Context: an optimization exercise on an open-source flow, tuned for a short achievable clock period and few clock cycles per item. The choices shown serve that exercise and are no tape-out recipe.
In this exercise RTL edits were held to simulation tests only and were not proved equivalent to the original.

==> v31 <==
Design fp_arithmetic_sequence_generator, start of the top module:
module fp_arithmetic_sequence_generator (
    input wire clk,
    input wire rst_n,
    input wire activate,
    input wire [31:0] a1,
    input wire [31:0] d,
    input wire [31:0] n,
    input wire [31:0] saddr,
    output reg done,
    output reg [31:0] mem_addr,
    output reg [31:0] mem_wdata,
    output reg mem_write,
    input wire mem_ready
);
clock: 12.0 ns
lec_check: 0
abc_clock_period_in_ps: 2000
cap_margin: 20
core_margin: 2
core_utilization: 42
setup_slack_margin: 5
slew_margin: 20
standard.sh (not shown) runs the stock make flow with config.mk's settings and CLKGATE_MAP_FILE= SYNTH_SCRIPT=/design/flow/synth_recipe.tcl, a recipe that flattens the netlist after the stock synthesis.
==> flow/flow/run.sh <==
#!/bin/bash
# Standard ORFS layout, with timing repair aimed well below the clock period.
set -euo pipefail
bash standard.sh finish SETUP_SLACK_MARGIN=9 > standard_flow.log 2>&1
==> inputs of v2, as changes to v31 <==
--- a/flow/design.v
+++ b/flow/design.v
@@ -31,18 +31,20 @@
     reg        sX, sY;    
     reg        esub;      
     reg [23:0] rN;        
     reg [7:0]  eN;
     reg        sN;
     reg [31:0] H;         
+    reg [31:0] T;         
+    reg        tsync;     
     reg [31:0] A;         
     reg        wrn;       
     wire       wr = !wrn;
-    wire        st = H[31];
-    wire [7:0]  et = H[30:23];
-    wire [23:0] mt = {1'b1, H[22:0]};
+    wire        st = T[31];
+    wire [7:0]  et = T[30:23];
+    wire [23:0] mt = {1'b1, T[22:0]};
     wire [24:0] sum = {1'b0, X} + {1'b0, Y};
     wire [24:0] dxy = {1'b0, X} - {1'b0, Y};
     wire [23:0] dyx = Y - X;
     wire        bor = dxy[24];                        
     wire [23:0] rb  = bor ? dyx : dxy[23:0];          
     wire s24 = sum[24];
@@ -70,32 +72,12 @@
                            : (s24 ? W_p[47:24] : W_0[47:24]);
     wire [47:0] Wn  = esub ? (d23 ? W_0 : W_m) : (s24 ? W_p : W_0);
     wire [7:0]  Rn  = esub ? (d23 ? R : (dR0 ? R : Rm1)) : (s24 ? Rp1 : R);
     wire [7:0]  dRn = esub ? (d23 ? dR : (dR0 ? 8'd0 : dRm)) : (s24 ? dRp : dR);
     wire        nA  = esub ? (d23 ? !dR0 : (!dR0 & !dR1)) : (s24 | !dR0);
     wire        nB  = esub ? (d23 ? dR0 : dR1) : (!s24 & dR0);
-    wire        c    = esub ? d23 : s24;
-    wire [22:0] fn1  = esub ? dxy[22:0] : sum[23:1];
-    wire [22:0] fn0  = esub ? {dxy[21:0], 1'b0} : sum[22:0];
-    wire [7:0]  en1  = esub ? R : Rp1;
-    wire [7:0]  en0  = esub ? Rm1 : R;
-    wire [23:0] Xn1  = {1'b1, fn1};
-    wire [23:0] Xn0  = (esub & dR0) ? md : {1'b1, fn0};
-    wire [23:0] Yn1  = esub ? W_0[47:24] : W_p[47:24];
-    wire [23:0] Yn0  = esub ? (dR0 ? {2'b01, dxy[21:0]} : W_m[47:24]) : W_0[47:24];
-    wire [47:0] Wn1  = esub ? W_0 : W_p;
-    wire [47:0] Wn0  = esub ? W_m : W_0;
-    wire [7:0]  Rn1  = esub ? R : Rp1;
-    wire [7:0]  Rn0  = esub ? (dR0 ? R : Rm1) : R;
-    wire [7:0]  dRn1 = esub ? dR : dRp;
-    wire [7:0]  dRn0 = esub ? (dR0 ? 8'd0 : dRm) : dR;
-    wire        nA1  = esub ? !dR0 : 1'b1;
-    wire        nA0  = esub ? (!dR0 & !dR1) : !dR0;
-    wire        nB1  = esub & dR0;
-    wire        nB0  = esub ? dR1 : dR0;
-    wire        nC0  = esub & dR0;
     wire [8:0]  pdiff = {1'b0, et} - {1'b0, ed};
     wire [8:0]  pndiff = {1'b0, ed} - {1'b0, et};
     wire        pC = pdiff[8];
     wire        pB = (pdiff == 9'd0);
     wire [7:0]  pnd = pndiff[7:0];                    
     wire [47:0] pW = ({md, 24'd0} >> pdiff[4:0]) & {48{pdiff[7:5] == 3'b000}};
@@ -125,50 +107,52 @@
             mem_write <= 1'b0;
             wrn       <= 1'b1;
             done      <= 1'b0;
             tv        <= 1'b0;
             pv        <= 1'b0;
             nrm       <= 1'b0;
+            tsync     <= 1'b0;
         end else if (!busy) begin
             pend      <= 1'b0;
             mem_write <= wr_n;
             wrn       <= !wr_n;
             busy      <= activate & (n != 32'd0);
             done      <= activate & (n == 32'd0);
             tv        <= 1'b1;
             pv        <= 1'b0;
             nrm       <= 1'b0;
+            tsync     <= 1'b1;
         end else begin
             pend      <= pend_n;
             mem_write <= wr_n;
             wrn       <= !wr_n;
             done      <= !pend_n & rem_last;
             busy      <= !(!pend_n & rem_last);
             tv        <= tv_n;
             nrm       <= fast & kw;
-            pv        <= fast ? (!kw & !wrap) : !nrm;
+            pv        <= fast ? (!kw & !wrap) : (!nrm & tsync);
+            tsync     <= !fast;
         end
     end
     wire        A_en = !busy | wr;
     wire [31:0] A_n  = !busy ? saddr : A + 32'd4;
     wire        T_en = !busy | nrm | fast;
     wire [31:0] T_nrm = nzero ? {sN, 31'd0} : {sN, eNlz[7:0], nsh[22:0]};
-    wire [31:0] T_n1 = !busy ? a1 : nrm ? T_nrm : {sgn, en1, fn1};
-    wire [31:0] T_n0 = !busy ? a1 : nrm ? T_nrm : {sgn, en0, fn0};
-    wire [31:0] T_n  = c ? T_n1 : T_n0;
+    wire [31:0] T_n  = !busy ? a1 : nrm ? T_nrm : {sgn, en, fn};
     always @(posedge clk) begin
         if (A_en) A <= A_n;
         if (T_en) H <= T_n;
+        T <= !busy ? a1 : nrm ? T_nrm : H;
     end
     always @(posedge clk or negedge rst_n) begin
         if (!rst_n) begin
             mem_addr  <= 32'd0;
             mem_wdata <= 32'd0;
         end else begin
             if (A_en) mem_addr  <= A_n;
-            mem_wdata <= T_en ? T_n : H;    
+            if (T_en) mem_wdata <= T_n;
         end
     end
     always @(posedge clk) begin
         if (!busy)
             rem <= n;
         else if (wr)
@@ -176,29 +160,35 @@
     end
     always @(posedge clk) begin
         sd <= d[31];
         ed <= d[30:23];
         md <= {1'b1, d[22:0]};
     end
-    wire [23:0] pX  = pC ? md : mt;
-    wire [23:0] pY  = pC ? pYC : pW[47:24];
-    wire [7:0]  pR  = pC ? ed : et;
-    wire [7:0]  pdR = pC ? 8'd0 : pdiff[7:0];
-    wire        pA  = !pB & !pC;
-    wire        psX = pC ? sd : st;
-    wire        psY = pC ? st : sd;
     always @(posedge clk) begin
         rN <= isB ? rb : dxy[23:0];
         eN <= R;
         sN <= (isB & bor) ? sY : sX;
-        X    <= c ? (fast ? Xn1 : pX) : (fast ? Xn0 : pX);
-        Y    <= c ? (fast ? Yn1 : pY) : (fast ? Yn0 : pY);
-        W    <= c ? (fast ? Wn1 : pW) : (fast ? Wn0 : pW);
-        R    <= c ? (fast ? Rn1 : pR) : (fast ? Rn0 : pR);
-        dR   <= c ? (fast ? dRn1 : pdR) : (fast ? dRn0 : pdR);
-        isB  <= c ? (fast ? nB1 : pB) : (fast ? nB0 : pB);
-        isA  <= c ? (fast ? nA1 : pA) : (fast ? nA0 : pA);
-        sX   <= c ? (fast ? sgn : psX) : (fast ? (nC0 ? sd : sgn) : psX);
-        sY   <= c ? (fast ? sd : psY) : (fast ? (nC0 ? sgn : sd) : psY);
-        esub <= fast ? sgn ^ sd : st ^ sd;
+        if (fast) begin
+            X    <= Xn;
+            Y    <= Yn;
+            W    <= Wn;
+            R    <= Rn;
+            dR   <= dRn;
+            isB  <= nB;
+            isA  <= nA;
+            sX   <= nC ? sd : sgn;
+            sY   <= nC ? sgn : sd;
+            esub <= sgn ^ sd;
+        end else begin
+            X    <= pC ? md : mt;
+            Y    <= pC ? pYC : pW[47:24];
+            W    <= pW;
+            R    <= pC ? ed : et;
+            dR   <= pC ? 8'd0 : pdiff[7:0];
+            isB  <= pB;
+            isA  <= !pB & !pC;
+            sX   <= pC ? sd : st;
+            sY   <= pC ? st : sd;
+            esub <= st ^ sd;
+        end
     end
 endmodule
==> flow/flow/run.sh (replaced) <==
#!/bin/bash
# Standard ORFS layout, with timing repair aimed well below the clock period.
set -euo pipefail
bash standard.sh finish SETUP_SLACK_MARGIN=8 > standard_flow.log 2>&1
--- a/flow/config.mk
+++ b/flow/config.mk
@@ -5,9 +5,9 @@
 export SDC_FILE = /design/flow/constraint.sdc
 export NUM_CORES = 4
 export LEC_CHECK = 0
 export ABC_CLOCK_PERIOD_IN_PS = 2000
 export CAP_MARGIN = 20
 export CORE_MARGIN = 2
-export CORE_UTILIZATION = 42
+export CORE_UTILIZATION = 40
 export SETUP_SLACK_MARGIN = 5
 export SLEW_MARGIN = 20
==> qor summary <==
quantity                                                 v31             v2
First-pass GRT wire length                          167.3 mm       154.1 mm
Bufs and invs on worst path                                4              1
Combined area of the multi-input logic cells     20000 sq um    16850 sq um
Final std cells w/o fill                                4300           4403
Post-DP HPWL                                        74.30 mm       74.94 mm
Remaining max-slew budget at the tightest pin         19.33%         22.80%
Avg WL per Cell                                     27.13 um       23.41 um
Number of global-route vias before repair              26210          24450
Clock tree skew after final layout                0.02308 ns     0.03156 ns
Result of the run                   timing/DRC/antenna clean  timing/DRC/antenna clean
Type of the worst setup path                         reg2reg        reg2out
Nonclk buf count                                         512            259
Testbench counts of v31, summed over its fixed seeds: cycles 11,560, items 10,866.
Testbench counts of v2, summed over its fixed seeds: cycles 11,560, items 10,866.

-- what the ideal ports hide --
No port has a modelled driver above. Below, the same layouts with a new extraction and two added sets of constraints.
Step 1 sets driving cells, clkbuf_16 on the clock port and buf_2 on the other inputs (assumed; they add their load-dependent delay and slew).
Step 2 adds t to the input delays and takes it off the output delays; t is the mean of the earliest and latest rising clock arrival at the registers after step 1. Input paths then give back, and output paths get back, about the clock's delay inside the block.
Slacks: ideal / step 1 / step 2; pairs: ideal / step 1.
run	t, ns	setup slack, ns	latest minus earliest clock arrival (ns)	worst data-port slew with drivers (ns)
v31	0.665	8.370 / 8.330 / 8.292	0.023 / 0.024	0.09
v2	0.665	8.005 / 7.942 / 7.663	0.031 / 0.032	0.08
After both steps setup and hold are still met in every run listed. The setup slack of v2, which loses most, moves by -0.063 ns with the drivers and by -0.342 ns with both steps.
